From an optimization exercise on the open Yosys and OpenROAD flow, aimed at small area and a short achievable clock period; shortcuts taken in it are not production practice.
Where RTL was checked, it was by simulation tests only, not by an equivalence proof against the original.
For runs 2, 3 and 5 to 7, only the layout was checked, not whether the RTL still works.

===== design/flow/run.sh =====
#!/bin/bash
# synth_recipe.tcl (not shown) runs the flow's synth.tcl, then flattens the netlist and writes it again
# the make line also repeats each setting of config.mk as NAME=value (left out here)
make -C /OpenROAD-flow-scripts/flow DESIGN_CONFIG=/design/flow/config.mk WORK_HOME=/design/flow/orfs CLKGATE_MAP_FILE= SYNTH_SCRIPT=/design/flow/synth_recipe.tcl finish

===== design/flow/config.mk =====
export PLATFORM = sky130hd
export DESIGN_NAME = ViterbiDecoder
export DESIGN_NICKNAME = ViterbiDecoder
export VERILOG_FILES = /design/flow/design.v
export SDC_FILE = /design/flow/constraint.sdc
export NUM_CORES = 4
export LEC_CHECK = 0
export CAP_MARGIN = 20
export CORE_MARGIN = 2
export CORE_UTILIZATION = 40
export SLEW_MARGIN = 20

===== design/flow/constraint.sdc =====
create_clock -name core_clock -period 7.0 [get_ports {clock}]
set_input_delay 1.4000 -clock core_clock [delete_from_list [all_inputs] [get_ports {clock}]]
set_output_delay 1.4000 -clock core_clock [all_outputs]
set_load 0.01 [all_outputs]

===== design/flow/design.v =====
module ACS #(parameter Q_BM = 6, parameter Q_SM = 10) (
    input  wire                   clock,
    input  wire                   reset,
    input  wire                   i_valid,
    input  wire                   i_init,
    input  wire signed [Q_BM-1:0] i_BM_0,
    input  wire signed [Q_BM-1:0] i_BM_1,
    input  wire        [Q_SM-1:0] i_SM_0,
    input  wire        [Q_SM-1:0] i_SM_1,
    output wire        [Q_SM-1:0] o_SM,
    output wire                   o_valid,
    output wire                   o_decision
);
    wire signed [Q_SM-1:0] sum0 = {{(Q_SM-Q_BM){i_BM_0[Q_BM-1]}}, i_BM_0} + i_SM_0;
    wire signed [Q_SM-1:0] sum1 = {{(Q_SM-Q_BM){i_BM_1[Q_BM-1]}}, i_BM_1} + i_SM_1;
    wire sel = sum0 > sum1;
    reg [Q_SM-1:0] regSM;
    reg            regValid;
    reg            regDec;
    always @(posedge clock) begin
        if (reset) begin
            regSM    <= {Q_SM{1'b0}};
            regValid <= 1'b0;
            regDec   <= 1'b0;
        end else begin
            if (i_init)
                regSM <= {Q_SM{1'b0}};
            else if (i_valid)
                regSM <= sel ? sum0 : sum1;
            regValid <= i_valid;
            if (i_valid)
                regDec <= !sel;
        end
    end
    assign o_valid    = regValid;
    assign o_decision = regDec;
    assign o_SM       = regSM;
endmodule
module BranchMetricUnit #(parameter Q_LLR = 4, parameter Q_BM = 6) (
    input  wire [2*Q_LLR-1:0] i_y,
    output wire [4*Q_BM-1:0]  o_BM
);
    wire signed [Q_BM-1:0] y0 = {{(Q_BM-Q_LLR){i_y[Q_LLR-1]}}, i_y[Q_LLR-1:0]};
    wire signed [Q_BM-1:0] y1 = {{(Q_BM-Q_LLR){i_y[2*Q_LLR-1]}}, i_y[2*Q_LLR-1:Q_LLR]};
    wire signed [Q_BM-1:0] n0 = -y0;
    wire signed [Q_BM-1:0] n1 = -y1;
    assign o_BM[0*Q_BM +: Q_BM] = y0 + y1;
    assign o_BM[1*Q_BM +: Q_BM] = n0 + y1;
    assign o_BM[2*Q_BM +: Q_BM] = y0 + n1;
    assign o_BM[3*Q_BM +: Q_BM] = n0 + n1;
endmodule
module StateMetricUnit #(
    parameter POLY0 = 6'o53,
    parameter POLY1 = 6'o75,
    parameter DEG = 5,
    parameter Q_BM = 6,
    parameter Q_SM = 10
) (
    input  wire                   clock,
    input  wire                   reset,
    input  wire                   i_valid,
    input  wire                   i_init,
    input  wire [4*Q_BM-1:0]      i_BM,
    output wire [(1<<DEG)-1:0]    o_decision,
    output wire                   o_valid
);
    localparam NS = 1 << DEG;
    localparam [Q_SM-1:0] HALF = 1 << (Q_SM-2);
    wire [Q_SM-1:0] sm    [0:NS-1];
    wire [NS-1:0]   smbit;
    wire [NS-1:0]   vvalid;
    genvar g;
    generate
        for (g = 0; g < NS; g = g + 1) begin : g_bit
            assign smbit[g] = sm[g][Q_SM-2];
        end
    endgenerate
    wire half_max = &smbit;
    generate
        for (g = 0; g < NS/2; g = g + 1) begin : g_acs
            localparam [DEG:0] C00 = 2*g;
            localparam [DEG:0] C01 = 2*g + 1;
            localparam [DEG:0] C10 = NS + 2*g;
            localparam [DEG:0] C11 = NS + 2*g + 1;
            localparam [1:0] Z00 = {^(C00 & POLY1), ^(C00 & POLY0)};
            localparam [1:0] Z01 = {^(C01 & POLY1), ^(C01 & POLY0)};
            localparam [1:0] Z10 = {^(C10 & POLY1), ^(C10 & POLY0)};
            localparam [1:0] Z11 = {^(C11 & POLY1), ^(C11 & POLY0)};
            wire [Q_SM-1:0] in0 = half_max ? sm[2*g]   - HALF : sm[2*g];
            wire [Q_SM-1:0] in1 = half_max ? sm[2*g+1] - HALF : sm[2*g+1];
            ACS #(.Q_BM(Q_BM), .Q_SM(Q_SM)) acs_lo (
                .clock(clock), .reset(reset),
                .i_valid(i_valid), .i_init(i_init),
                .i_BM_0(i_BM[Z00*Q_BM +: Q_BM]),
                .i_BM_1(i_BM[Z01*Q_BM +: Q_BM]),
                .i_SM_0(in0), .i_SM_1(in1),
                .o_SM(sm[g]), .o_valid(vvalid[g]), .o_decision(o_decision[g]));
            ACS #(.Q_BM(Q_BM), .Q_SM(Q_SM)) acs_hi (
                .clock(clock), .reset(reset),
                .i_valid(i_valid), .i_init(i_init),
                .i_BM_0(i_BM[Z10*Q_BM +: Q_BM]),
                .i_BM_1(i_BM[Z11*Q_BM +: Q_BM]),
                .i_SM_0(in0), .i_SM_1(in1),
                .o_SM(sm[g+NS/2]), .o_valid(vvalid[g+NS/2]), .o_decision(o_decision[g+NS/2]));
        end
    endgenerate
    assign o_valid = vvalid[0];
endmodule
module SurvivorPathStage #(parameter NS = 32) (
    input  wire          clock,
    input  wire          reset,
    input  wire          i_valid,
    input  wire [NS-1:0] i_data,
    input  wire [NS-1:0] i_decision,
    output wire [NS-1:0] o_data
);
    reg [NS-1:0] DataReg;
    genvar g;
    generate
        for (g = 0; g < NS/2; g = g + 1) begin : g_mux
            assign o_data[g]        = i_decision[g]        ? DataReg[2*g+1] : DataReg[2*g];
            assign o_data[g + NS/2] = i_decision[g + NS/2] ? DataReg[2*g+1] : DataReg[2*g];
        end
    endgenerate
    always @(posedge clock) begin
        if (reset)
            DataReg <= {NS{1'b0}};
        else if (i_valid)
            DataReg <= i_data;
    end
endmodule
module SurvivorPath #(parameter NS = 32, parameter SP_LENGTH = 48) (
    input  wire          clock,
    input  wire          reset,
    input  wire          i_valid,
    input  wire [NS-1:0] i_decision,
    output wire          o_data,
    output wire          o_valid
);
    wire [NS-1:0] s_data     = i_valid ? {{(NS/2){1'b1}}, {(NS/2){1'b0}}} : {NS{1'b0}};
    wire [NS-1:0] s_decision = i_valid ? i_decision : {NS{1'b0}};
    wire [NS-1:0] stage_out [0:SP_LENGTH-1];
    genvar g;
    generate
        for (g = 0; g < SP_LENGTH; g = g + 1) begin : g_stage
            SurvivorPathStage #(.NS(NS)) stage (
                .clock(clock), .reset(reset),
                .i_valid(i_valid),
                .i_data(g == 0 ? s_data : stage_out[g == 0 ? 0 : g-1]),
                .i_decision(s_decision),
                .o_data(stage_out[g]));
        end
    endgenerate
    assign o_data = stage_out[SP_LENGTH-1][0];
    reg [SP_LENGTH-1:0] shiftReg;
    always @(posedge clock) begin
        if (reset)
            shiftReg <= {SP_LENGTH{1'b0}};
        else if (i_valid)
            shiftReg <= {1'b1, shiftReg[SP_LENGTH-1:1]};
    end
    assign o_valid = i_valid & shiftReg[0];
endmodule
module ViterbiDecoder (
    input  wire       clock,
    input  wire       reset,
    input  wire       io_enq_valid,
    input  wire [7:0] io_enq_bits,
    output wire       io_deq_valid,
    output wire       io_deq_bits
);
    reg [6:0] cycleCounter;
    always @(posedge clock) begin
        if (reset)
            cycleCounter <= 7'd0;
        else if (io_enq_valid) begin
            if (cycleCounter == 7'd127)
                cycleCounter <= 7'd0;
            else
                cycleCounter <= cycleCounter + 7'd1;
        end
    end
    wire init = (cycleCounter == 7'd127);
    wire [23:0] bm;
    wire [31:0] decision;
    wire        smu_valid;
    BranchMetricUnit #(.Q_LLR(4), .Q_BM(6)) bmu (
        .i_y(io_enq_bits), .o_BM(bm));
    StateMetricUnit #(.POLY0(6'o53), .POLY1(6'o75), .DEG(5), .Q_BM(6), .Q_SM(10)) smu (
        .clock(clock), .reset(reset),
        .i_valid(io_enq_valid), .i_init(init),
        .i_BM(bm), .o_decision(decision), .o_valid(smu_valid));
    SurvivorPath #(.NS(32), .SP_LENGTH(48)) spu (
        .clock(clock), .reset(reset),
        .i_valid(smu_valid), .i_decision(decision),
        .o_data(io_deq_bits), .o_valid(io_deq_valid));
endmodule

==> results by group, run 1 <==
Floorplanning
  – # rows: 186
  – Floorplan core area: 0.2565 mm²
  – IO Pins: 13
  – Die area: 0.2617 mm²
  – Starting Density: 40.18%
  – Die height: 511.6 µm
  – DIE WIDTH: 511.6 µm

Yosys
  – FFs w/ async S/R, synth: 0%
  – Post-synthesis adder-cell area fraction: 11.97%
  – Largest cells by area after synthesis: dfxtp_1 (33%), mux2i_1 (14%), ha_1 (11%)
  – Post-Synth XOR/XNOR Area: 5.331%
  – Most instantiated library cell after synthesis: nor2_1
  – Syn Std Cell Area: 0.1031 mm²
  – Synth Area in Simple Gates: 11.49%
  – Ys Warns: 5
  – Synth area leader: dfxtp_1
  – Largest family of logic cells by synthesized area: compound AO/OA/AOI/OAI gates
  – Syn Inst Count: 11570
  – Post-synthesis cell type count: 88
  – Synth Area per Inst: 8.904 µm²
  – Top post-synthesis cells by count: nor2_1 (1911), dfxtp_1 (1718), mux2i_1 (1464)
  – Synth Area in Compound Gates: 19.68%
  – Multiplexer share of the synthesized area: 14.37%
  – Number of flops mapped to enable cells by yosys: 0
  – Synthesized flop and latch total: 1718
  – Seq/Total Area, Yosys: 33.37%
  – Top-area cell type share of the netlist area: 33.37%
  – Top FF cell, synth: dfxtp_1
  – Post-Syn Nets: 12530

Clock tree
  – Root Driver: clkbuf_16
  – CTS tree: done
  – Htree depth: 4
  – CTS hold repair buffers: 0
  – Post_cts resized: 0
  – CTS Sinks: 1718
  – Clock-pin slew on the worst setup and hold paths: 0.06 ns
  – Clock buffer depth: 3
  – Post-CTS Setup Bufs: 0
  – CTS Buf Count: 191
  – Clk latency of the worst-skew pair: 0.87 ns

Setup path
  – Most frequent CP cell: ha_1
  – CP Class: primary input to flop
  – Reg2reg start: smu.g_acs[12].acs_hi.regSM[8]
  – CP max-delay cell: clkdlybuf4s50_1
  – Startpoint of the worst setup timing path: io_enq_bits[0]
  – Arrival @ worst endpoint: 7.10 ns
  – Crit-path max cell delay: 0.50 ns
  – CP Capture Type: flop
  – Worst-path maximum fanout: 20
  – CP required: 7.68 ns
  – Reg2Reg Setup Slack: 1.11 ns
  – FF-to-FF End: smu.g_acs[0].acs_lo.regSM[1]
  – Setup crit start kind: primary input
  – Worst r2r path cells: 18
  – Crit path to: smu.g_acs[0].acs_lo.regSM[1]

Timing
  – Max-slew headroom: 16.10%
  – Setup TNS: 0 ns
  – Unrepaired setup endpoints after global routing: no
  – Final setup violation count: 0
  – Worst Tran Pin Value: 1.258 ns
  – Fmax: 0.1557 GHz
  – Count of final hold-check violations: 0
  – Final slew viol count: 0
  – Final Skew: 0.07979 ns
  – Clock period minus final worst setup slack: 6.422 ns
  – Tcrit/Tclk final: 91.74%

Placement
  – Post-DP Area: 0.1112 mm²
  – Placer Congestion: 0.9446
  – Port-buffer cells: 12
  – DP Wirelength: 235500 µm

Hold path
  – Hold Crit Depth: 2
  – Hold Crit Class: flop to flop

Cells and area
  – Net count, final: 12730
  – Area Growth Syn to Fin: 14.33%
  – Share of cells above drive strength 1: 10.18%
  – Design Area, Final: 0.1178 mm²

Global routing
  – Tot GR Track Use: 24.50%
  – Initial antenna violation count: 6
  – Largest net degree at the start of global routing: 282
  – First-pass GRT wire length: 506300 µm
  – GRT overflow: 0
  – Vias in the first global route: 84280

Routing
  – Vias per std cell: 5.587
  – Drt drc: 0
  – DR iter-0 viols: 5736
  – Post-route ant nets: 0
  – WL per Instance: 21.59 µm
  – Final WL: 330500 µm
  – Vias after detailed routing: 85540
  – Drt pass-1 iters: 6

Run status
  – Run status: no timing/DRC/antenna violations

Flow run
  – Max-cap violations: 0
## worst min path at each step
stage,from,to
finish,spu.g_stage[4].stage.DataReg[1],spu.g_stage[5].stage.DataReg[0]
global route,spu.g_stage[4].stage.DataReg[1],spu.g_stage[5].stage.DataReg[0]
CTS,spu.g_stage[4].stage.DataReg[1],spu.g_stage[5].stage.DataReg[0]
detailed placement,spu.shiftReg[47],spu.shiftReg[47]
global placement,spu.shiftReg[47],spu.shiftReg[47]
floorplan,spu.shiftReg[47],spu.shiftReg[47]
## cell families after synthesis
kind of cell,Yosys count
AND/OR/NAND/NOR,2757
buffers and inverters,1020
multiplexers,1477
AO/OA/AOI/OAI,3053
flip-flops,1718
XOR/XNOR,604
adder cells (fa/ha/maj),945
## per-stage QoR
| step | util [%] | worst slack, ns | cells | hold WS (ns) |
|---|---|---|---|---|
| 2_1_floorplan | - | -0.02006 | 11570 | 0.4342 |
| 3_3_place_gp | 43.36 | -0.1413 | 14960 | 0.4468 |
| 3_5_place_dp | 43.36 | -0.1933 | 14960 | 0.4543 |
| 4_1_cts | 45.94 | 0.6685 | 15310 | 0.4321 |
| 5_1_grt | 45.94 | 0.1903 | 15310 | 0.4633 |
| 6_report | 45.94 | 0.5781 | 15310 | 0.4451 |
## final cells by class
cell class / instances / area, µm²
inverter: 251 / 955.9
sequential: 1718 / 34480
clock inverter: 77 / 1099
timing repair buffer: 771 / 6604
multi-input combinational: 8836 / 64940
tap: 3384 / 4234
clock buffer: 268 / 5502
fill: 24650 / 138600
antenna: 4 / 10.01
## critical path, delay by kind of cell
kind | cells | cell delay (ns)
compound gates | 6 | 1.44
simple gates | 7 | 0.97
buf+inv | 5 | 1.38
fa+ha+maj | 4 | 0.97
xor+xnor | 3 | 0.53
mux | 2 | 0.36
## layer usage
metal	global-route usage, %	vias to the layer above	part of all wire (%)
li1	-	42510	-
met1	32.29	41160	46
met2	41.79	1394	47
met3	2.522	473	3.3
met4	7.811	0	3.3
met5	0	-	0
## cell usage in the layout, fill, tap and decap left out, drive strengths merged, types with 117 or more instances in the layout
master	netlist	final
nor2	1913	1913
dfxtp	1718	1718
mux2i	1464	1464
a211oi	1407	1407
ha	877	877
buf	153	761
a21oi	695	695
o21ai	449	449
xnor2	368	368
clkbuf	616	268
inv	250	255
xor2	234	234
a21o	181	181
nand2	180	180
nand3	147	147
nand2b	137	137
nor2b	117	117
## flip-flops by register name, indices dropped and copies added (netlist names)
signal                     cells
smu.g_acs.acs_lo.regValid      1
smu.g_acs.acs_lo.regSM       160
cycleCounter                   7
spu.g_stage.stage.DataReg   1310
smu.g_acs.acs_lo.regDec       16
spu.shiftReg                  48
smu.g_acs.acs_hi.regSM       160
smu.g_acs.acs_hi.regDec       16
==> run 2, diff against run 1 <==
==> design/flow/design.v (replaced) <==
module ViterbiDecoder (
    input  wire       clock,
    input  wire       reset,
    input  wire       io_enq_valid,
    input  wire [7:0] io_enq_bits,
    output wire       io_deq_valid,
    output wire       io_deq_bits
);
    localparam W = 9;
    function automatic par6(input [5:0] x);
        par6 = ^x;
    endfunction
    wire signed [4:0] y0 = {io_enq_bits[3], io_enq_bits[3:0]};
    wire signed [4:0] y1 = {io_enq_bits[7], io_enq_bits[7:4]};
    reg  [6:0]        frameCnt;
    reg               v1, i1;
    reg  signed [4:0] bmA, bmB;       
    always @(posedge clock) begin
        bmA <= y0 + y1;
        bmB <= y1 - y0;
        v1  <= io_enq_valid & ~reset;
        i1  <= reset | (&frameCnt);
        if (reset)
            frameCnt <= 7'd0;
        else if (io_enq_valid)
            frameCnt <= frameCnt + 7'd1;
    end
    reg  [W-1:0] sm [0:31];
    wire [31:0]  sel;
    genvar m;
    generate
        for (m = 0; m < 16; m = m + 1) begin : g_acs
            localparam [5:0] C = 2*m;
            localparam [1:0] L = {par6(C & 6'o75), par6(C & 6'o53)};
            wire signed [4:0] b  = (L == 2'd0 || L == 2'd3) ? bmA : bmB;
            wire signed [W-1:0] bx = {{(W-5){b[4]}}, b};
            wire signed [W-1:0] x  = (L == 2'd0 || L == 2'd1) ? bx : -bx;
            wire [W-1:0] m0 = sm[2*m];
            wire [W-1:0] m1 = sm[2*m+1];
            wire [W-1:0] t0lo = m0 + x;
            wire [W-1:0] t1lo = m1 - x;
            wire [W-1:0] t0hi = m0 - x;
            wire [W-1:0] t1hi = m1 + x;
            wire [W-1:0] vlo  = m1 - m0 - {x[W-2:0], 1'b0};
            wire [W-1:0] vhi  = m1 - m0 + {x[W-2:0], 1'b0};
            assign sel[m]      = vlo[W-1];
            assign sel[m + 16] = vhi[W-1];
            always @(posedge clock) begin
                if (i1) begin
                    sm[m]      <= {W{1'b0}};
                    sm[m + 16] <= {W{1'b0}};
                end else if (v1) begin
                    sm[m]      <= sel[m]      ? t0lo : t1lo;
                    sm[m + 16] <= sel[m + 16] ? t0hi : t1hi;
                end
            end
        end
    endgenerate
    reg  [31:0] sa, sb;
    reg         dvalid;
    wire        vnow = v1 & ~reset;
    always @(posedge clock) begin
        sa     <= {32{vnow}} &  sel;
        sb     <= {32{vnow}} & ~sel;
        dvalid <= vnow;
    end
    wire sh = ~dvalid;
    localparam NST = 48;
    reg  [31:0] r [5:NST-1];
    always @(posedge clock)
        r[5] <= sb | (r[5] & {32{sh}});
    genvar g, j;
    generate
        for (g = 6; g < NST; g = g + 1) begin : g_stage
            for (j = 0; j < 32; j = j + 1) begin : g_bit
                always @(posedge clock)
                    r[g][j] <= (r[g-1][2*(j%16)]   & sa[j])
                             | (r[g-1][2*(j%16)+1] & sb[j])
                             | (r[g][j]            & sh);
            end
        end
    endgenerate
    reg obit, ovalid;
    reg [5:0] nDec;
    always @(posedge clock) begin
        obit <= (r[NST-1][0] & sa[0]) | (r[NST-1][1] & sb[0]);
        if (reset) begin
            nDec   <= 6'd0;
            ovalid <= 1'b0;
        end else begin
            if (dvalid && nDec != 6'd48)
                nDec <= nDec + 6'd1;
            ovalid <= dvalid && nDec == 6'd48;
        end
    end
    assign io_deq_valid = ovalid;
    assign io_deq_bits  = obit;
endmodule
--- a/design/flow/config.mk
+++ b/design/flow/config.mk
@@ -10,2 +10,3 @@
 export CORE_UTILIZATION = 40
+export SETUP_SLACK_MARGIN = 4.0
 export SLEW_MARGIN = 20
==> results by group, run 2 <==
Yosys
  – Post-Syn Nets: 11730
  – Top FF cell, synth: dfxtp_1
  – Number of flops mapped to enable cells by yosys: 0
  – Ys Warns: 3
  – Synth Area per Inst: 8.481 µm²
  – Synth area leader: dfxtp_1
  – Post-synthesis cell type count: 72
  – Syn Std Cell Area: 0.09153 mm²
  – FFs w/ async S/R, synth: 0%
  – Top post-synthesis cells by count: inv_1 (1672), dfxtp_1 (1657), o21ai_0 (1593)
  – Largest cells by area after synthesis: dfxtp_1 (36%), ha_1 (11%), a22oi_1 (10%)
  – Synthesized flop and latch total: 1657
  – Most instantiated library cell after synthesis: inv_1
  – Seq/Total Area, Yosys: 36.24%
  – Syn Inst Count: 10790
  – Top-area cell type share of the netlist area: 36.24%

Cells and area
  – Finished Core Util: 49.03%
  – Most frequent cells in the layout: inv_1 (1611), dfxtp_1 (1518), o21ai_0 (1427)
  – Net count, final: 11910
  – Most common cell after layout, fill and taps aside: inv_1
  – Post-Layout Cell Count: 14140
  – Reg area: 0.03352 mm²
  – Area Growth Syn to Fin: 21.86%
  – Footprint of the multi-input gates: 0.05543 mm²
  – Share of cells above drive strength 1: 16.15%
  – Layout fillers: 21320
  – Max reg flops: 1278
  – Top flop regs: r: 1278 flops, sm: 288 flops
  – Largest Register: r

Hold path
  – Worst hold start: frameCnt[6]
  – Hold Crit Class: flop to flop
  – Hold Crit Depth: 1
  – Worst Hold End: i1

Placement
  – Placer Congestion: 0.8967
  – Port-buffer cells: 12
  – DP Wirelength: 220300 µm
  – Placed Cells: 13400
  – DP Worst Slack: 1.941 ns

Global routing
  – GRT overflow: 0
  – Initial antenna violation count: 10
  – Tot GR Track Use: 28.33%
  – Vias in the first global route: 77930
  – Largest net degree at the start of global routing: 270
  – First-pass GRT wire length: 501600 µm

Floorplanning
  – Die area: 0.2327 mm²
  – # rows: 175
  – Die height: 482.4 µm
  – Floorplan core area: 0.2275 mm²
  – IO Pins: 13
  – Starting Density: 40.23%
  – DIE WIDTH: 482.4 µm

Routing
  – Vias after detailed routing: 80590
  – Vias per std cell: 5.698
  – Drt drc: 0
  – Drt pass-1 iters: 6
  – Post-route ant nets: 0
  – Final WL: 344100 µm
  – WL per Instance: 24.33 µm
  – DR iter-0 viols: 7956

Setup path
  – CP required: 7.74 ns
  – Arrival @ worst endpoint: 4.19 ns
  – CP Class: flop to flop
  – FF-to-FF End: sm[26][0]
  – CP Capture Type: flop
  – Setup crit start kind: flop
  – Worst r2r path cells: 18
  – Reg2reg start: sm[20][1]
  – Worst-path maximum fanout: 5
  – Reg2Reg Setup Slack: 3.55 ns

Timing
  – Count of final hold-check violations: 0
  – Worst Tran Pin Value: 1.139 ns
  – Setup TNS: 0 ns
  – Final Skew: 0.06799 ns
  – Unrepaired setup endpoints after global routing: yes
  – Worst hold slack: 0.4311 ns
  – Fmax: 0.2896 GHz
  – Final worst setup slack: 3.547 ns
  – Final setup violation count: 0
  – Clock period minus final worst setup slack: 3.453 ns
  – Final slew viol count: 0
  – Max-slew headroom: 24.06%
  – Tcrit/Tclk final: 49.33%

Clock tree
  – Root Driver: clkbuf_16
  – CTS Sinks: 1657
  – Clock-pin slew on the worst setup and hold paths: 0.06 ns
  – Htree depth: 4
  – CTS tree: done
  – Clk latency of the worst-skew pair: 0.87 ns
  – Clock buffer depth: 3
  – CTS Buf Count: 178

Run status
  – Run status: no timing/DRC/antenna violations

Flow run
  – Max-cap violations: 0
## run 2: changes by cell type after synthesis, moves of 102 or more
cell	previous run	this run
inv_1	249	1672
nor2_1	1911	552
a211oi_1	1406	57
mux2i_1	1464	183
a22oi_1	1	1246
o21ai_0	447	1593
a21oi_1	694	421
buf_1	119	6
nand3_1	147	37
xnor2_1	354	456
## run 2: how the worst max path moves through the flow
stage	slack [ns]	start	end	cells after the start
2_1_floorplan	3.15	bmA[1]	sm[9][8]	12
3_3_place_gp	2.02	bmB[0]	sm[8][8]	10
3_5_place_dp	1.94	bmB[0]	sm[8][8]	10
4_1_cts	3.54	sm[3][1]	sm[17][1]	16
5_1_grt	3.40	sm[20][1]	sm[26][8]	18
6_report	3.55	sm[20][1]	sm[26][0]	18
## run 2: area by class of cell
cell class	instances	share of cell area [%]
antenna	10	0.02243
clock buffer	259	4.710
clock inverter	67	0.8604
inverter	1676	5.759
multi-input combinational	6895	49.69
sequential	1657	30.05
tap	3009	3.375
timing repair buffer	568	5.520
timing repair inverter	2	0.01346
## run 2: per-layer routing
layer / track usage [%] / up-vias / part of all wire [%]
li1: - / 37520 / -
met1: 37.26 / 39540 / 43
met2: 46.46 / 2881 / 46
met3: 4.102 / 643 / 6.8
met4: 11.56 / 6 / 4.6
met5: 0 / - / 0.014
## run 2: cell families after synthesis
| kind of cell | after synthesis | synth area share, % |
|---|---|---|
| AO/OA/AOI/OAI | 3835 | 26.32 |
| buffers and inverters | 2242 | 9.331 |
| flip-flops | 1657 | 36.24 |
| AND/OR/NAND/NOR | 1322 | 6.686 |
| adder cells (fa/ha/maj) | 921 | 13.26 |
| XOR/XNOR | 631 | 6.132 |
| multiplexers | 185 | 2.026 |
## run 2: critical path, stage by stage (launching register included)
cell      delay, ns
dfxtp_4        0.38
inv_4          0.04
ha_4           0.25
inv_2          0.02
o21bai_1       0.15
a21oi_2        0.09
o21bai_1       0.18
a21oi_2        0.09
o21bai_1       0.20
a21oi_1        0.11
xnor2_1        0.22
ha_1           0.30
nor2b_4        0.14
a221oi_4       0.28
xnor2_2        0.15
buf_4          0.17
buf_16         0.15
mux2i_4        0.29
a22o_1         0.15
## run 2: timing repair
action	in CTS	in global routing
gates resized for setup	1059	517
setup buffers	296	77
pin swaps	319	258
hold buffers	0	0
endpoints found under the setup margin	354	352
gates cloned	33	2
## run 2: per-stage QoR
stage | cell area, µm²
6_report | 111500
5_1_grt | 111500
4_1_cts | 108500
3_5_place_dp | 94970
3_3_place_gp | 94960
2_1_floorplan | 92050
==> run 3, diff against run 2 <==
--- a/design/flow/config.mk
+++ b/design/flow/config.mk
@@ -9,3 +9,3 @@
 export CORE_MARGIN = 2
-export CORE_UTILIZATION = 40
+export CORE_UTILIZATION = 60
 export SETUP_SLACK_MARGIN = 4.0
==> results by group, run 3 <==
Run status
  – Run status: no timing/DRC/antenna violations

Timing
  – Max-slew headroom: 14.54%
  – Unrepaired setup endpoints after global routing: yes
  – Final setup violation count: 0
  – Fmax: 0.2637 GHz
  – Worst Tran Pin Value: 1.276 ns
  – Setup TNS: 0 ns
  – Final slew viol count: 0
  – Tcrit/Tclk final: 54.18%
  – Count of final hold-check violations: 0
  – Final worst setup slack: 3.208 ns
  – Worst hold slack: 0.4528 ns
  – Final Skew: 0.07061 ns
  – Clock period minus final worst setup slack: 3.792 ns

Hold path
  – Worst hold start: r[47][1]
  – Hold Crit Depth: 2
  – Hold Crit Class: flop to flop
  – Worst Hold End: r[47][1]

Placement
  – Placer Congestion: 0.9442
  – DP Wirelength: 209300 µm
  – DP Worst Slack: 2.189 ns
  – Port-buffer cells: 12
  – Post-DP Area: 0.09371 mm²

Clock tree
  – Htree depth: 4
  – Root Driver: clkbuf_16
  – Clk latency of the worst-skew pair: 0.82 ns
  – Clock-pin slew on the worst setup and hold paths: 0.06 ns
  – Clock buffer depth: 3
  – CTS Buf Count: 173
  – CTS tree: done
  – CTS Sinks: 1657

Cells and area
  – Area Growth Syn to Fin: 20.25%
  – Net count, final: 11930
  – Largest Register: r
  – Design Area, Final: 0.1101 mm²
  – Most common cell after layout, fill and taps aside: inv_1
  – Share of cells above drive strength 1: 16.63%
  – Most frequent cells in the layout: inv_1 (1612), dfxtp_1 (1505), o21ai_0 (1403)
  – Top flop regs: r: 1278 flops, sm: 288 flops
  – Max reg flops: 1278

Yosys
  – Top FF cell, synth: dfxtp_1
  – Synth Area per Inst: 8.481 µm²
  – Post-Syn Nets: 11730
  – Syn Std Cell Area: 0.09153 mm²
  – Syn Inst Count: 10790
  – Post-synthesis cell type count: 72
  – Most instantiated library cell after synthesis: inv_1
  – Top post-synthesis cells by count: inv_1 (1672), dfxtp_1 (1657), o21ai_0 (1593)
  – Synth area leader: dfxtp_1
  – Largest cells by area after synthesis: dfxtp_1 (36%), ha_1 (11%), a22oi_1 (10%)
  – Number of flops mapped to enable cells by yosys: 0
  – Seq/Total Area, Yosys: 36.24%
  – Ys Warns: 3
  – Top-area cell type share of the netlist area: 36.24%
  – Synthesized flop and latch total: 1657
  – FFs w/ async S/R, synth: 0%

Setup path
  – Most frequent CP cell: a21oi_1
  – Setup crit start kind: flop
  – Worst-path maximum fanout: 20
  – Arrival @ worst endpoint: 4.55 ns
  – Reg2Reg Setup Slack: 3.21 ns
  – Critical-path cell list: clkinvlp_4, buf_6, fa_1, or2_2, a21oi_1, or3_1, a21oi_1, a21oi_2, xnor2_1, o211ai_1, o211a_1
  – Worst r2r path cells: 11
  – CP Capture Type: flop
  – Startpoint of the worst setup timing path: bmB[1]
  – CP max-delay cell: o211ai_1
  – CP Class: flop to flop
  – Crit-path max cell delay: 1.03 ns
  – CP required: 7.76 ns
  – FF-to-FF End: sm[11][8]
  – Reg2reg start: bmB[1]

Floorplanning
  – Die height: 394.6 µm
  – Die area: 0.1557 mm²
  – Starting Density: 60.33%
  – Floorplan core area: 0.1517 mm²
  – IO Pins: 13
  – DIE WIDTH: 394.6 µm
  – # rows: 143

Global routing
  – Largest net degree at the start of global routing: 258
  – Tot GR Track Use: 41.68%
  – First-pass GRT wire length: 498700 µm
  – Vias in the first global route: 80600
  – Initial antenna violation count: 4
  – GRT overflow: 0

Routing
  – Drt pass-1 iters: 12
  – Vias per std cell: 6.276
  – Vias after detailed routing: 82670
  – Final WL: 338400 µm
  – WL per Instance: 25.69 µm
  – Post-route ant nets: 0
  – DR iter-0 viols: 9057
  – Drt drc: 0

Flow run
  – Max-cap violations: 0
[run 3: per-layer routing]
metal,wire length (µm),GRT usage (%)
met1,128200,50.17
met2,153300,67.30
met3,28860,7.948
met4,28080,28.83
met5,39,0
[run 3: critical path: cells and delay by family (launching register included)]
| kind | cells | cell delay, ns |
|---|---|---|
| AO/OA/AOI/OAI | 5 | 1.78 |
| adder cells (fa/ha/maj) | 1 | 0.48 |
| flip-flops | 1 | 0.46 |
| AND/OR/NAND/NOR | 2 | 0.43 |
| buffers and inverters | 2 | 0.39 |
| XOR/XNOR | 1 | 0.15 |
[run 3: per-stage QoR]
step / std cells / utilization, %
floorplan: 10790 / -
global placement: 12410 / 61.74
detailed placement: 12420 / 61.76
CTS: 13080 / 70.80
global route: 13170 / 72.54
finish: 13170 / 72.54
[run 3: cell type report]
class                      count  area (µm²)
multi-input combinational   6894       55290
fill                       11520       41660
sequential                  1657       33550
inverter                    1676        6411
timing repair buffer         596        6292
clock buffer                 250        5090
tap                         2030        2540
clock inverter                64       863.3
timing repair inverter         3       22.52
antenna                        2       5.005
[run 3: cell families (layout without fill, tap and decap cells)]
| kind of cell | Yosys count | after routing | share of synthesized area [%] |
|---|---|---|---|
| other | 0 | 2 | 0 |
| XOR/XNOR | 631 | 631 | 6.132 |
| buffers and inverters | 2242 | 2589 | 9.331 |
| AO/OA/AOI/OAI | 3835 | 3835 | 26.32 |
| AND/OR/NAND/NOR | 1322 | 1322 | 6.686 |
| adder cells (fa/ha/maj) | 921 | 921 | 13.26 |
| flip-flops | 1657 | 1657 | 36.24 |
| multiplexers | 185 | 185 | 2.026 |
[run 3: worst max-delay path by stage]
stage,endpoint,slack [ns],cells after the start
after floorplan,sm[9][8],3.15,12
after global placement,sm[9][8],2.26,11
after detailed placement,sm[9][8],2.19,11
after CTS,sm[11][8],3.41,17
after global routing,sm[11][8],3.14,17
final,sm[11][8],3.21,11
[run 3: repair_timing]
action | CTS | global route
setup buffers | 325 | 85
endpoints found under the setup margin | 354 | 352
gates cloned | 30 | 1
pin swaps | 357 | 252
hold endpoints to repair | 0 | 0
hold buffers | 0 | 0
resized for setup | 1121 | 455
==> run 4, diff against run 3 <==
--- a/design/flow/design.v
+++ b/design/flow/design.v
@@ -29,2 +29,4 @@
     wire [31:0]  sel;
+    reg  [31:0]  dec;
+    reg          dvalid;
     genvar m;
@@ -58,15 +60,13 @@
     endgenerate
-    reg  [31:0] sa, sb;
-    reg         dvalid;
-    wire        vnow = v1 & ~reset;
     always @(posedge clock) begin
-        sa     <= {32{vnow}} &  sel;
-        sb     <= {32{vnow}} & ~sel;
-        dvalid <= vnow;
+        dec    <= ~sel;
+        dvalid <= v1 & ~reset;
     end
-    wire sh = ~dvalid;
     localparam NST = 48;
+    wire [31:0] sa = {32{dvalid}} & ~dec;    
+    wire [31:0] sb = {32{dvalid}} &  dec;    
+    wire        sh = ~dvalid;
     reg  [31:0] r [5:NST-1];
     always @(posedge clock)
-        r[5] <= sb | (r[5] & {32{sh}});
+        r[5] <= (dec & {32{dvalid}}) | (r[5] & {32{sh}});
     genvar g, j;
@@ -85,3 +85,3 @@
     always @(posedge clock) begin
-        obit <= (r[NST-1][0] & sa[0]) | (r[NST-1][1] & sb[0]);
+        obit <= dec[0] ? r[NST-1][1] : r[NST-1][0];
         if (reset) begin
--- a/design/flow/config.mk
+++ b/design/flow/config.mk
@@ -9,4 +9,3 @@
 export CORE_MARGIN = 2
-export CORE_UTILIZATION = 60
-export SETUP_SLACK_MARGIN = 4.0
+export CORE_UTILIZATION = 40
 export SLEW_MARGIN = 20
==> results by group, run 4 <==
Run status
  – Run status: no timing/DRC/antenna violations

Timing
  – Count of final hold-check violations: 0
  – Tcrit/Tclk final: 68.64%
  – Final worst setup slack: 2.195 ns
  – Worst hold slack: 0.4683 ns
  – Final slew viol count: 0
  – Max-slew headroom: 23.54%
  – Setup TNS: 0 ns
  – Final Skew: 0.07616 ns
  – Unrepaired setup endpoints after global routing: no
  – Worst Tran Pin Value: 1.147 ns
  – Fmax: 0.2081 GHz
  – Final setup violation count: 0
  – Clock period minus final worst setup slack: 4.805 ns

Yosys
  – Largest family of logic cells by synthesized area: compound AO/OA/AOI/OAI gates
  – Synth area leader: dfxtp_1
  – Post-Synth XOR/XNOR Area: 6.135%
  – Largest cells by area after synthesis: dfxtp_1 (34%), mux2i_1 (15%), ha_1 (11%)
  – Synthesized flop and latch total: 1625
  – Synth Area per Inst: 8.821 µm²
  – Post-synthesis adder-cell area fraction: 12.95%
  – Multiplexer share of the synthesized area: 15.10%
  – Ys Warns: 3
  – Seq/Total Area, Yosys: 34.95%
  – Top-area cell type share of the netlist area: 33.93%
  – Top FF cell, synth: dfxtp_1
  – Number of flops mapped to enable cells by yosys: 32
  – Most instantiated library cell after synthesis: nor2_1
  – Post-synthesis cell type count: 80
  – Synth Area in Simple Gates: 11.22%
  – Top post-synthesis cells by count: nor2_1 (1758), a21oi_1 (1676), dfxtp_1 (1593)
  – Synth Area in Compound Gates: 15.47%
  – Syn Inst Count: 10660
  – FFs w/ async S/R, synth: 0%
  – Syn Std Cell Area: 0.09399 mm²
  – Post-Syn Nets: 11590

Cells and area
  – Max reg flops: 1246
  – Share of cells above drive strength 1: 5.369%
  – Layout fillers: 22560
  – Top flop regs: r: 1246 flops, sm: 288 flops, dec: 32 flops
  – Design Area, Final: 0.1033 mm²
  – Largest Register: r
  – Area Growth Syn to Fin: 9.853%
  – Most frequent cells in the layout: nor2_1 (1756), a21oi_1 (1676), dfxtp_1 (1555)
  – Most common cell after layout, fill and taps aside: nor2_1
  – Net count, final: 11340

Placement
  – DP Worst Slack: 2.203 ns
  – Post-DP Area: 0.09706 mm²
  – DP Wirelength: 206400 µm
  – Port-buffer cells: 12
  – Placer Congestion: 0.9274

Routing
  – Post-route ant nets: 0
  – Drt drc: 0
  – WL per Instance: 21.08 µm
  – Final WL: 288800 µm
  – Vias per std cell: 5.408
  – Drt pass-1 iters: 8
  – DR iter-0 viols: 5114
  – Vias after detailed routing: 74070

Setup path
  – CP required: 7.68 ns
  – Arrival @ worst endpoint: 5.49 ns
  – CP Class: flop to flop
  – Worst r2r path cells: 14
  – Startpoint of the worst setup timing path: bmB[0]
  – Setup crit start kind: flop
  – Reg2reg start: bmB[0]
  – CP Capture Type: flop
  – Worst-path maximum fanout: 18

Floorplanning
  – Floorplan core area: 0.2332 mm²
  – Die height: 488.8 µm
  – # rows: 177
  – DIE WIDTH: 488.8 µm
  – Starting Density: 40.31%
  – IO Pins: 13
  – Die area: 0.2389 mm²

Global routing
  – Tot GR Track Use: 23.60%
  – First-pass GRT wire length: 438400 µm
  – GRT overflow: 0
  – Vias in the first global route: 71770
  – Largest net degree at the start of global routing: 271
  – Initial antenna violation count: 5

Clock tree
  – CTS Buf Count: 180
  – Post_cts resized: 0
  – Clock buffer depth: 3
  – Clock-pin slew on the worst setup and hold paths: 0.06 ns
  – Post-CTS Setup Bufs: 0
  – CTS Sinks: 1625
  – CTS hold repair buffers: 0
  – Clk latency of the worst-skew pair: 0.87 ns
  – Root Driver: clkbuf_16
  – CTS tree: done
  – Htree depth: 4

Flow run
  – Max-cap violations: 0

Hold path
  – Hold Crit Depth: 1
  – Worst hold start: frameCnt[6]
  – Hold Crit Class: flop to flop
-- run 4: cell count changes in the layout (fill, tap and decap cells not counted), sizes merged, moves of 457 or more --
cell	before	now
buf	581	124
inv	1664	466
a21oi	421	1676
a22oi	1246	0
mux2i	183	1416
nor2	554	1759
o21ai	1594	307
-- run 4: through the flow --
stage,util (%),instances
after CTS,44.27,13690
after global placement,41.62,13360
final,44.28,13700
after floorplan,-,10660
after global routing,44.27,13690
after detailed placement,41.62,13360
-- run 4: worst max-delay path, cell delays in order (launching register included) --
cell and delay (ns):
dfxtp_4 0.43, inv_2 0.46, ha_1 0.28, and3_1 0.20, inv_1 0.05, ha_1 0.83
inv_1 0.63, ha_1 0.51, a21oi_1 0.16, o21ai_0 0.09, a31oi_1 0.22, xnor2_1 0.14
buf_4 0.24, nor3_1 0.08, a2111oi_0 0.35
-- run 4: area by class of cell --
type / count / area, µm² / share of cell area [%]
Antenna cell: 3 / 7.507 / 0.007271
Clock buffer: 263 / 5390 / 5.220
Clock inverter: 70 / 795.8 / 0.7707
Inverter: 464 / 1743 / 1.688
Multi-Input combinational cell: 8002 / 57290 / 55.48
Sequential cell: 1625 / 32920 / 31.89
Tap cell: 3132 / 3919 / 3.795
Timing Repair Buffer: 136 / 1189 / 1.151
-- run 4: logic make-up after synthesis --
kind of cell / Yosys count
AO/OA/AOI/OAI: 2534
XOR/XNOR: 613
adder cells (fa/ha/maj): 924
buffers and inverters: 1028
flip-flops: 1625
multiplexers: 1418
AND/OR/NAND/NOR: 2513
-- run 4: path summary, 6_finish.rpt --
kind | endpoint | slack (ns)
setup / recovery | sm[31][8] | 2.20
hold / removal | i1 | 0.47
setup reg to reg | sm[31][8] | 2.20
hold reg to reg | i1 | 0.47
-- run 4: per-layer routing --
| metal | up-vias | routed length (µm) | GRT usage [%] |
|---|---|---|---|
| met3 | 400 | 12780 | 2.742 |
| met1 | 35650 | 137900 | 32.84 |
| met2 | 1524 | 130400 | 38.50 |
| met4 | 0 | 7659 | 6.394 |
| li1 | 36490 | - | - |
| met5 | - | 0 | 0 |
==> run 5, diff against run 4 <==
==> design/flow/design.v (replaced) <==
module ViterbiDecoder (
    input  wire       clock,
    input  wire       reset,
    input  wire       io_enq_valid,
    input  wire [7:0] io_enq_bits,
    output wire       io_deq_valid,
    output wire       io_deq_bits
);
    localparam W = 8;
    function automatic par6(input [5:0] x);
        par6 = ^x;
    endfunction
    wire signed [5:0] y0 = {{2{io_enq_bits[3]}}, io_enq_bits[3:0]};
    wire signed [5:0] y1 = {{2{io_enq_bits[7]}}, io_enq_bits[7:4]};
    reg  [6:0]        frameCnt;
    reg               v1, i1;
    reg  signed [5:0] bm [0:3];       
    always @(posedge clock) begin
        bm[0] <=  y0 + y1;
        bm[1] <=  y1 - y0;
        bm[2] <=  y0 - y1;
        bm[3] <= -y0 - y1;
        v1  <= io_enq_valid & ~reset;
        i1  <= reset | (&frameCnt);
        if (reset)
            frameCnt <= 7'd0;
        else if (io_enq_valid)
            frameCnt <= frameCnt + 7'd1;
    end
    reg  [W-1:0] sm [0:31];
    wire [31:0]  sel;               
    genvar m;
    generate
        for (m = 0; m < 16; m = m + 1) begin : g_acs
            localparam [5:0] C = 2*m;
            localparam [1:0] L = {par6(C & 6'o75), par6(C & 6'o53)};
            wire signed [5:0] x  = bm[L];         
            wire signed [5:0] nx = bm[~L];
            wire [W-1:0] m0 = sm[2*m];
            wire [W-1:0] m1 = sm[2*m+1];
            wire signed [W-1:0] e = m1 - m0;
            assign sel[m]      = e < $signed({x,  1'b0});
            assign sel[m + 16] = e < $signed({nx, 1'b0});
            wire [W-1:0]      alo = sel[m] ? m0 : m1;
            wire signed [5:0] blo = sel[m] ? x : nx;
            wire [W-1:0]      ahi = sel[m+16] ? m0 : m1;
            wire signed [5:0] bhi = sel[m+16] ? nx : x;
            wire [W-1:0] nlo = alo + {{(W-6){blo[5]}}, blo};
            wire [W-1:0] nhi = ahi + {{(W-6){bhi[5]}}, bhi};
            always @(posedge clock) begin
                if (i1) begin
                    sm[m]      <= {W{1'b0}};
                    sm[m + 16] <= {W{1'b0}};
                end else if (v1) begin
                    sm[m]      <= nlo;
                    sm[m + 16] <= nhi;
                end
            end
        end
    endgenerate
    reg  [31:0] sa, sb;
    reg         dvalid;
    wire        vnow = v1 & ~reset;
    always @(posedge clock) begin
        sa     <= {32{vnow}} &  sel;
        sb     <= {32{vnow}} & ~sel;
        dvalid <= vnow;
    end
    wire sh = ~dvalid;
    localparam NST = 48;
    reg  [31:0] r [5:NST-1];
    always @(posedge clock)
        r[5] <= sb | (r[5] & {32{sh}});
    genvar g, j;
    generate
        for (g = 6; g < NST; g = g + 1) begin : g_stage
            for (j = 0; j < 32; j = j + 1) begin : g_bit
                always @(posedge clock)
                    r[g][j] <= (r[g-1][2*(j%16)]   & sa[j])
                             | (r[g-1][2*(j%16)+1] & sb[j])
                             | (r[g][j]            & sh);
            end
        end
    endgenerate
    reg obit, ovalid;
    reg [5:0] nDec;
    always @(posedge clock) begin
        obit <= (r[NST-1][0] & sa[0]) | (r[NST-1][1] & sb[0]);
        if (reset) begin
            nDec   <= 6'd0;
            ovalid <= 1'b0;
        end else begin
            if (dvalid && nDec != 6'd48)
                nDec <= nDec + 6'd1;
            ovalid <= dvalid && nDec == 6'd48;
        end
    end
    assign io_deq_valid = ovalid;
    assign io_deq_bits  = obit;
endmodule
--- a/design/flow/config.mk
+++ b/design/flow/config.mk
@@ -10,2 +10,3 @@
 export CORE_UTILIZATION = 40
+export SETUP_SLACK_MARGIN = 4.0
 export SLEW_MARGIN = 20
==> results by group, run 5 <==
Yosys
  – Syn Std Cell Area: 0.08423 mm²
  – Ys Warns: 4
  – Most instantiated library cell after synthesis: dfxtp_1
  – Synth Area per Inst: 8.319 µm²
  – Largest cells by area after synthesis: dfxtp_1 (39%), a22oi_1 (11%), o21ai_0 (9.6%)
  – Number of flops mapped to enable cells by yosys: 0
  – Top FF cell, synth: dfxtp_1
  – Synthesized flop and latch total: 1634
  – Seq/Total Area, Yosys: 38.83%
  – Post-synthesis cell type count: 81
  – FFs w/ async S/R, synth: 0%
  – Top-area cell type share of the netlist area: 38.83%
  – Syn Inst Count: 10130
  – Top post-synthesis cells by count: dfxtp_1 (1634), o21ai_0 (1619), inv_1 (1526)
  – Post-Syn Nets: 10710
  – Synth area leader: dfxtp_1

Routing
  – Drt pass-1 iters: 8
  – Vias per std cell: 5.708
  – Vias after detailed routing: 76580
  – Drt drc: 0
  – DR iter-0 viols: 6378
  – Post-route ant nets: 0
  – Final WL: 304100 µm
  – WL per Instance: 22.66 µm

Floorplanning
  – # rows: 168
  – Die area: 0.2143 mm²
  – IO Pins: 13
  – Starting Density: 40.23%
  – Floorplan core area: 0.2094 mm²
  – Die height: 462.9 µm
  – DIE WIDTH: 462.9 µm

Timing
  – Max-slew headroom: 24.25%
  – Final Skew: 0.05538 ns
  – Final setup violation count: 0
  – Fmax: 0.2014 GHz
  – Count of final hold-check violations: 0
  – Unrepaired setup endpoints after global routing: yes
  – Setup TNS: 0 ns
  – Clock period minus final worst setup slack: 4.966 ns
  – Tcrit/Tclk final: 70.94%
  – Worst Tran Pin Value: 1.136 ns
  – Final slew viol count: 0

Placement
  – Placed Cells: 12430
  – Port-buffer cells: 12
  – Placer Congestion: 0.8984
  – DP Wirelength: 195900 µm

Setup path
  – FF-to-FF End: sm[4][6]
  – Reg2reg start: sm[9][0]
  – CP required: 7.66 ns
  – Arrival @ worst endpoint: 5.62 ns
  – Crit-path max cell delay: 0.38 ns
  – Startpoint of the worst setup timing path: sm[9][0]
  – Reg2Reg Setup Slack: 2.03 ns
  – Worst-path maximum fanout: 4
  – Most frequent CP cell: a21o_1
  – CP max-delay cell: fa_2
  – Setup crit start kind: flop
  – Worst r2r path cells: 24
  – Critical-path cell list: nand2b_4, fa_2, a21o_1, a21oi_2, nor2b_1, o21ai_1, nand2_1, xor2_2, ha_1, and2_4, a221o_1, nor2_4, a21oi_4, mux2_4, ha_4, fa_2, a21o_1, a21o_1, a21oi_2, buf_4, buf_4, mux2i_1, xnor2_1, o31ai_1
  – CP Class: flop to flop
  – CP Capture Type: flop

Clock tree
  – CTS tree: done
  – Clock buffer depth: 3
  – Clock-pin slew on the worst setup and hold paths: 0.06 ns
  – Clk latency of the worst-skew pair: 0.86 ns
  – Htree depth: 4
  – CTS Sinks: 1634
  – Root Driver: clkbuf_16
  – CTS Buf Count: 176

Cells and area
  – Net count, final: 11040
  – Largest Register: r
  – Area Growth Syn to Fin: 25.59%
  – Most common cell after layout, fill and taps aside: dfxtp_1
  – Post-Layout Cell Count: 13420
  – Max reg flops: 1278
  – Most frequent cells in the layout: dfxtp_1 (1520), o21ai_0 (1454), inv_1 (1436)
  – Share of cells above drive strength 1: 22.30%
  – Top flop regs: r: 1278 flops, sm: 256 flops
  – Finished Core Util: 50.53%

Flow run
  – Max-cap violations: 0

Global routing
  – Initial antenna violation count: 11
  – Tot GR Track Use: 26.95%
  – GRT overflow: 0
  – First-pass GRT wire length: 451400 µm
  – Largest net degree at the start of global routing: 246
  – Vias in the first global route: 74670

Hold path
  – Worst Hold End: r[5][16]
  – Worst hold start: sb[16]
  – Hold Crit Class: flop to flop
  – Hold Crit Depth: 1

Run status
  – Run status: no timing/DRC/antenna violations
==> run 5: cell types whose count changed after synthesis, sizes merged, moves of 230 or more <==
| cell | delta |
|---|---|
| inv | +1063 |
| xnor2 | -230 |
| a22oi | +1267 |
| ha | -325 |
| a21oi | -1395 |
| mux2i | -1283 |
| nor2 | -1324 |
| o21ai | +1328 |
==> run 5: cell families after synthesis <==
kind of cell | count (synthesis) | synth area share (%)
adders and majority gates | 580 | 9.046
and+or+nand+nor | 1414 | 7.855
xor gates and xnor gates | 342 | 3.556
muxes | 216 | 2.690
DFF | 1634 | 38.83
buffers and inverters | 2177 | 9.758
AOI/OAI and AO/OA | 3763 | 28.26
==> run 5: worst max-delay path by stage <==
stage	endpoint	slack (ns)	cells past startpoint
final	sm[4][6]	2.03	24
after global routing	sm[4][7]	1.91	26
after CTS	sm[31][6]	2.21	24
after detailed placement	sm[12][4]	1.56	16
after global placement	sm[12][4]	1.66	16
after floorplan	sm[31][6]	2.21	25
==> run 5: area by class of cell <==
cell class              count  area (µm²)
flip-flops and latches   1634       32960
fillers                 19470      103600
well taps                2805        3510
repair buffers            777        7017
multi-input cells        6343       50460
clock buffers             256        5129
diodes                      6       15.01
clock inverters            66       875.8
inverters                1529        5817
==> run 5: critical path: cells and delay by family (launching register included) <==
kind | cells | cell delay (ns)
compound gates | 9 | 1.54
xor+xnor | 2 | 0.32
fa+ha+maj | 4 | 1.22
buf+inv | 2 | 0.23
flops | 1 | 0.32
mux | 2 | 0.58
simple gates | 5 | 0.60
==> run 5: metal layers <==
metal	wire length, µm	track usage [%]
met1	114300	30.04
met2	147400	46.48
met5	27	0
met3	15910	3.779
met4	26440	20.58
==> run 5: through the flow <==
step | hold WS, ns | area, µm² | worst slack (ns)
3_5_place_dp | 0.4256 | 88310 | 1.558
4_1_cts | 0.4463 | 102400 | 2.213
6_report | 0.4410 | 105800 | 2.034
3_3_place_gp | 0.4177 | 88280 | 1.657
2_1_floorplan | 0.4250 | 86490 | 2.213
5_1_grt | 0.4639 | 105800 | 1.906
==> run 5: repair_timing <==
item | in CTS | in global routing
hold buffers | 0 | 0
endpoints found under the setup margin | 302 | 316
buffers inserted | 435 | 182
pin swaps | 662 | 547
cloned | 35 | 2
hold endpoints to repair | 0 | 0
gates resized for setup | 938 | 486
==> run 6, diff against run 5 <==
--- a/design/flow/design.v
+++ b/design/flow/design.v
@@ -43,8 +43,6 @@
             assign sel[m + 16] = e < $signed({nx, 1'b0});
-            wire [W-1:0]      alo = sel[m] ? m0 : m1;
-            wire signed [5:0] blo = sel[m] ? x : nx;
-            wire [W-1:0]      ahi = sel[m+16] ? m0 : m1;
-            wire signed [5:0] bhi = sel[m+16] ? nx : x;
-            wire [W-1:0] nlo = alo + {{(W-6){blo[5]}}, blo};
-            wire [W-1:0] nhi = ahi + {{(W-6){bhi[5]}}, bhi};
+            wire [W-1:0] sx  = {{(W-6){x[5]}},  x};
+            wire [W-1:0] snx = {{(W-6){nx[5]}}, nx};
+            wire [W-1:0] nlo = sel[m]      ? m0 + sx  : m1 + snx;
+            wire [W-1:0] nhi = sel[m + 16] ? m0 + snx : m1 + sx;
             always @(posedge clock) begin
==> results by group, run 6 <==
Cells and area
  – Net count, final: 11490
  – Finished Core Util: 48.82%
  – Layout fillers: 20710
  – Reg area: 0.03305 mm²
  – Max reg flops: 1278
  – Top flop regs: r: 1278 flops, sm: 256 flops
  – Footprint of the multi-input gates: 0.05299 mm²
  – Share of cells above drive strength 1: 15.57%
  – Largest Register: r
  – Most frequent cells in the layout: inv_1 (1564), dfxtp_1 (1499), o21ai_0 (1400)
  – Most common cell after layout, fill and taps aside: inv_1
  – Area Growth Syn to Fin: 21.12%

Global routing
  – First-pass GRT wire length: 487000 µm
  – Met3 usage: 3.881%
  – GRT met1 Usage: 37.09%
  – Gr busiest metal: met2
  – Vias in the first global route: 77620
  – M2 GR Usage: 44.55%
  – Initial antenna violation count: 4
  – Largest net degree at the start of global routing: 265
  – GRT overflow: 0
  – Tot GR Track Use: 28.01%

Timing
  – Final slew viol count: 0
  – Setup TNS: 0 ns
  – Count of final hold-check violations: 0
  – Max-slew headroom: 18.33%
  – Worst hold slack: 0.4547 ns
  – Fmax: 0.2916 GHz
  – Final worst setup slack: 3.571 ns
  – Unrepaired setup endpoints after global routing: yes
  – Worst Tran Pin Value: 1.225 ns
  – Tcrit/Tclk final: 48.99%
  – Final setup violation count: 0
  – Clock period minus final worst setup slack: 3.429 ns
  – Final Skew: 0.05154 ns

Clock tree
  – Clock buffer depth: 3
  – Clk latency of the worst-skew pair: 0.87 ns
  – Root Driver: clkbuf_16
  – Clock-pin slew on the worst setup and hold paths: 0.06 ns
  – CTS Buf Count: 177
  – CTS Sinks: 1634
  – CTS hold repair buffers: 0
  – CTS tree: done
  – Htree depth: 4

Yosys
  – Top post-synthesis cells by count: dfxtp_1 (1634), inv_1 (1607), o21ai_0 (1467)
  – Top FF cell, synth: dfxtp_1
  – Seq/Total Area, Yosys: 36.90%
  – Largest cells by area after synthesis: dfxtp_1 (37%), a22oi_1 (11%), ha_1 (10%)
  – Post-synthesis cell type count: 67
  – FFs w/ async S/R, synth: 0%
  – Syn Std Cell Area: 0.08866 mm²
  – Top-area cell type share of the netlist area: 36.90%
  – Post-Syn Nets: 11260
  – Most instantiated library cell after synthesis: dfxtp_1
  – Synth Area per Inst: 8.492 µm²
  – Synth area leader: dfxtp_1
  – Synthesized flop and latch total: 1634
  – Number of flops mapped to enable cells by yosys: 0
  – Syn Inst Count: 10440
  – Ys Warns: 4

Routing
  – Vias after detailed routing: 80650
  – DR iter-0 viols: 7462
  – Drt drc: 0
  – Vias per std cell: 5.858
  – Post-route ant nets: 0
  – WL per Instance: 23.74 µm
  – Final WL: 326900 µm
  – Drt pass-1 iters: 6

Placement
  – DP Wirelength: 202100 µm
  – Port-buffer cells: 12
  – Placer Congestion: 0.9032
  – DP Worst Slack: 2.662 ns

Floorplanning
  – Floorplan core area: 0.2199 mm²
  – Die height: 474.8 µm
  – DIE WIDTH: 474.8 µm
  – Starting Density: 40.31%
  – IO Pins: 13
  – # rows: 172
  – Die area: 0.2254 mm²

Setup path
  – CP required: 7.73 ns
  – CP Class: flop to flop
  – FF-to-FF End: sm[27][7]
  – Worst-path maximum fanout: 5
  – Reg2reg start: sm[22][1]
  – Setup crit start kind: flop
  – Arrival @ worst endpoint: 4.16 ns
  – Reg2Reg Setup Slack: 3.57 ns
  – CP Capture Type: flop
  – Worst r2r path cells: 14

Run status
  – Run status: no timing/DRC/antenna violations

Flow run
  – Max-cap violations: 0

Hold path
  – Worst hold start: r[43][25]
  – Hold Crit Depth: 2
  – Hold Crit Class: flop to flop
  – Worst Hold End: r[43][25]
-- run 6: cell types whose count changed after synthesis, moves of 58 or more --
cell / change
mux2_2: -77
o21ai_0: -152
o21a_1: +61
a211oi_1: +101
buf_1: -58
ha_1: +209
inv_1: +81
nand3_1: +83
xnor2_1: +102
nand2_1: -280
nor2_1: +108
-- run 6: worst max-delay path by stage --
stage / start / endpoint / slack [ns] / depth (start not counted)
2_1_floorplan: bm[1][4] / sm[18][6] / 3.91 / 9
3_3_place_gp: bm[1][4] / sm[18][6] / 1.89 / 8
3_5_place_dp: bm[1][4] / sm[18][6] / 2.66 / 8
4_1_cts: sm[8][1] / sm[4][6] / 3.55 / 14
5_1_grt: sm[5][0] / sm[18][1] / 3.48 / 15
6_report: sm[22][1] / sm[27][7] / 3.57 / 14
-- run 6: per-stage QoR --
stage	cell area [µm²]	std cells
CTS	104600	13650
detailed placement	92400	12980
global placement	92380	12980
floorplan	89790	10440
global route	107400	13770
finish	107400	13770
-- run 6: per-layer routing --
metal  wire length [µm]  up-vias
li1                   -    37520
met1             140800    39370
met2             146800     2941
met3              21340      821
met4              17940        2
met5                 12        -
-- run 6: repair_timing --
action / 4_1_cts / 5_1_grt
gates cloned: 20 / 0
hold endpoints to repair: 0 / 0
setup endpoints to repair: 318 / 330
pin swaps: 389 / 290
setup buffers: 326 / 111
gates resized for setup: 738 / 411
-- run 6: logic make-up after synthesis --
group | synth area share, %
adders and majority gates | 12.16
buffers and inverters | 9.115
and+or+nand+nor | 7.567
DFF | 36.90
muxes | 1.883
AOI/OAI and AO/OA | 28.50
xor gates and xnor gates | 3.872
-- run 6: layout make-up --
| cell class | instances | area share (%) |
|---|---|---|
| Inverter | 1607 | 5.736 |
| Timing Repair inverter | 3 | 0.02097 |
| Clock inverter | 66 | 0.8506 |
| Tap cell | 2958 | 3.447 |
| Multi-Input combinational cell | 6678 | 49.35 |
| Sequential cell | 1634 | 30.78 |
| Clock buffer | 257 | 4.830 |
| Antenna cell | 2 | 0.004661 |
| Timing Repair Buffer | 562 | 4.990 |
-- run 6: critical path, cell delays in order, from the launching register on --
cell	delay, ns
dfxtp_4	0.37
inv_6	0.04
ha_4	0.22
a21o_1	0.15
a21o_1	0.19
a211oi_2	0.30
nor2_1	0.07
a311o_1	0.38
ha_4	0.33
nand4_1	0.22
o22a_4	0.33
buf_12	0.15
nand3b_1	0.14
mux2_2	0.30
a31oi_1	0.14
==> run 7, diff against run 6 <==
--- a/design/flow/config.mk
+++ b/design/flow/config.mk
@@ -10,3 +10,3 @@
 export CORE_UTILIZATION = 40
-export SETUP_SLACK_MARGIN = 4.0
+export SETUP_SLACK_MARGIN = 4.5
 export SLEW_MARGIN = 20
==> results by group, run 7 <==
Run status
  – Run status: no timing/DRC/antenna violations

Yosys
  – Post-synthesis cell type count: 67
  – Syn Std Cell Area: 0.08866 mm²
  – Top FF cell, synth: dfxtp_1
  – Synthesized flop and latch total: 1634
  – FFs w/ async S/R, synth: 0%
  – Number of flops mapped to enable cells by yosys: 0
  – Synth Area per Inst: 8.492 µm²
  – Largest cells by area after synthesis: dfxtp_1 (37%), a22oi_1 (11%), ha_1 (10%)
  – Seq/Total Area, Yosys: 36.90%
  – Ys Warns: 4
  – Most instantiated library cell after synthesis: dfxtp_1
  – Synth area leader: dfxtp_1
  – Syn Inst Count: 10440
  – Top-area cell type share of the netlist area: 36.90%
  – Top post-synthesis cells by count: dfxtp_1 (1634), inv_1 (1607), o21ai_0 (1467)
  – Post-Syn Nets: 11260

Clock tree
  – CTS tree: done
  – Clk latency of the worst-skew pair: 0.86 ns
  – Clock-pin slew on the worst setup and hold paths: 0.06 ns
  – CTS Buf Count: 177
  – Clock buffer depth: 3
  – Root Driver: clkbuf_16
  – Htree depth: 4
  – CTS Sinks: 1634

Setup path
  – Arrival @ worst endpoint: 4.21 ns
  – Reg2reg start: sm[10][1]
  – CP Class: flop to flop
  – CP required: 7.69 ns
  – Startpoint of the worst setup timing path: sm[10][1]
  – Crit-path max cell delay: 0.41 ns
  – CP max-delay cell: dfxtp_4
  – Worst-path maximum fanout: 3
  – CP Capture Type: flop
  – Setup crit start kind: flop
  – Critical-path cell list: inv_6, ha_4, a21o_1, a21o_1, a211oi_2, buf_4, o21a_1, a311o_1, ha_4, nand3b_1, a221oi_4, nor2_4, buf_6, or3_4, a311oi_1

Cells and area
  – Layout fillers: 20660
  – Footprint of the multi-input gates: 0.05314 mm²
  – Largest Register: r
  – Reg area: 0.03310 mm²
  – Net count, final: 11500
  – Most frequent cells in the layout: inv_1 (1560), dfxtp_1 (1472), o21ai_0 (1411)
  – Most common cell after layout, fill and taps aside: inv_1
  – Finished Core Util: 49.08%
  – Design Area, Final: 0.1079 mm²
  – Top flop regs: r: 1278 flops, sm: 256 flops
  – Max reg flops: 1278
  – Area Growth Syn to Fin: 21.76%
  – Share of cells above drive strength 1: 16.11%

Placement
  – Placer Congestion: 0.9229
  – Post-DP Area: 0.09290 mm²
  – Port-buffer cells: 12
  – DP Wirelength: 212800 µm

Global routing
  – Initial antenna violation count: 10
  – GRT met1 Usage: 37.19%
  – Vias in the first global route: 78700
  – First-pass GRT wire length: 506600 µm
  – Tot GR Track Use: 29.65%
  – M2 GR Usage: 48.12%
  – Gr busiest metal: met2
  – GRT overflow: 0
  – Met3 usage: 4.806%
  – Largest net degree at the start of global routing: 203

Routing
  – DR iter-0 viols: 8293
  – Vias after detailed routing: 81580
  – Vias per std cell: 5.918
  – Final WL: 346900 µm
  – Drt drc: 0
  – Post-route ant nets: 0
  – Drt pass-1 iters: 8
  – WL per Instance: 25.17 µm

Hold path
  – Hold Crit Class: flop to flop
  – Worst hold start: r[43][19]

Timing
  – Tcrit/Tclk final: 50.19%
  – Unrepaired setup endpoints after global routing: yes
  – Count of final hold-check violations: 0
  – Clock period minus final worst setup slack: 3.513 ns
  – Setup TNS: 0 ns
  – Worst hold slack: 0.4521 ns
  – Final Skew: 0.05476 ns
  – Final slew viol count: 0
  – Max-slew headroom: 6.786%
  – Worst Tran Pin Value: 1.393 ns
  – Fmax: 0.2846 GHz
  – Final setup violation count: 0

Floorplanning
  – Starting Density: 40.31%
  – DIE WIDTH: 474.8 µm
  – Floorplan core area: 0.2199 mm²
  – Die area: 0.2254 mm²
  – IO Pins: 13
  – # rows: 172
  – Die height: 474.8 µm

Flow run
  – Max-cap violations: 0
[run 7: timing repair]
item,CTS,global route
pin swaps,287,223
resized for setup,762,347
gates cloned,18,0
hold buffers,0,0
setup buffers,331,122
endpoints found under the setup margin,340,377
[run 7: logic make-up after synthesis]
group | count (synthesis) | share of synthesized area [%]
compound gates | 3906 | 28.50
buf+inv | 2144 | 9.115
flops | 1634 | 36.90
simple gates | 1387 | 7.567
fa+ha+maj | 811 | 12.16
xor+xnor | 392 | 3.872
mux | 166 | 1.883
[run 7: cell type report]
type                       count  area share (%)
antenna                        2        0.004636
clock buffer                 245           4.656
clock inverter                82           1.188
inverter                    1607           5.733
multi-input combinational   6676           49.22
sequential                  1634           30.66
tap                         2958           3.429
timing repair buffer         577           5.080
timing repair inverter         3         0.02086
[run 7: final timing paths]
| kind | end | slack [ns] | cells past startpoint |
|---|---|---|---|
| max | sm[21][6] | 3.49 | 15 |
| min reg2reg | r[43][19] | 0.45 | 2 |
| min | r[43][19] | 0.45 | 2 |
| max reg2reg | sm[21][6] | 3.49 | 15 |
[run 7: through the flow]
step / std cells / worst slack [ns]
floorplan: 10440 / 3.906
global placement: 12980 / 2.068
detailed placement: 12980 / 2.604
CTS: 13660 / 3.484
global route: 13780 / 3.342
finish: 13780 / 3.487
[run 7: metal layers]
layer | wire length, µm | vias up | part of all wire (%)
met2 | 156000 | 3507 | 45
met1 | 139700 | 39550 | 40
met3 | 26650 | 1001 | 7.7
met5 | 34 | - | 0.0098
li1 | - | 37510 | -
met4 | 24460 | 6 | 7.1
[run 7: critical path: cells and delay by family (launching register included)]
kind                       cells  cell delay [ns]
DFF                            1             0.41
adders and majority gates      2             0.55
AOI/OAI and AO/OA              7             1.49
and+or+nand+nor                3             0.56
buffers and inverters          3             0.34

[what the ideal ports hide]
No port has a modelled driver above. Below, the same layouts with a new extraction and two added sets of constraints. Step 1: set_driving_cell puts a clkbuf_16 on clock and a buf_2 on each other input, an assumption about the parent block. Step 2 also shifts input and output timing later by t, the mid clock arrival at the registers, as if the neighbouring blocks saw the same clock. Slacks: ideal ports / drivers / drivers and shift; pairs: ideal ports / drivers.
run	t, ns	setup WS [ns]	worst setup path at the end	pins driven straight from the clock port
run 1	0.921	0.578 / 0.649 / -0.272	input to register	1
run 2	0.926	3.547 / 3.547 / 3.303	input to register	1
run 3	0.871	3.208 / 3.208 / 3.155	input to register	1
run 4	0.926	2.195 / 2.195 / 2.195	register to register	1
run 5	0.921	2.034 / 2.034 / 2.034	register to register	1
run 6	0.934	3.571 / 3.571 / 3.346	input to register	1
run 7	0.924	3.487 / 3.487 / 3.431	input to register	1
With both steps, setup timing fails in run 1, where it was met with ideal ports. The setup slack of run 1, which loses most, moves by +0.071 ns with the drivers and by -0.850 ns with both steps.
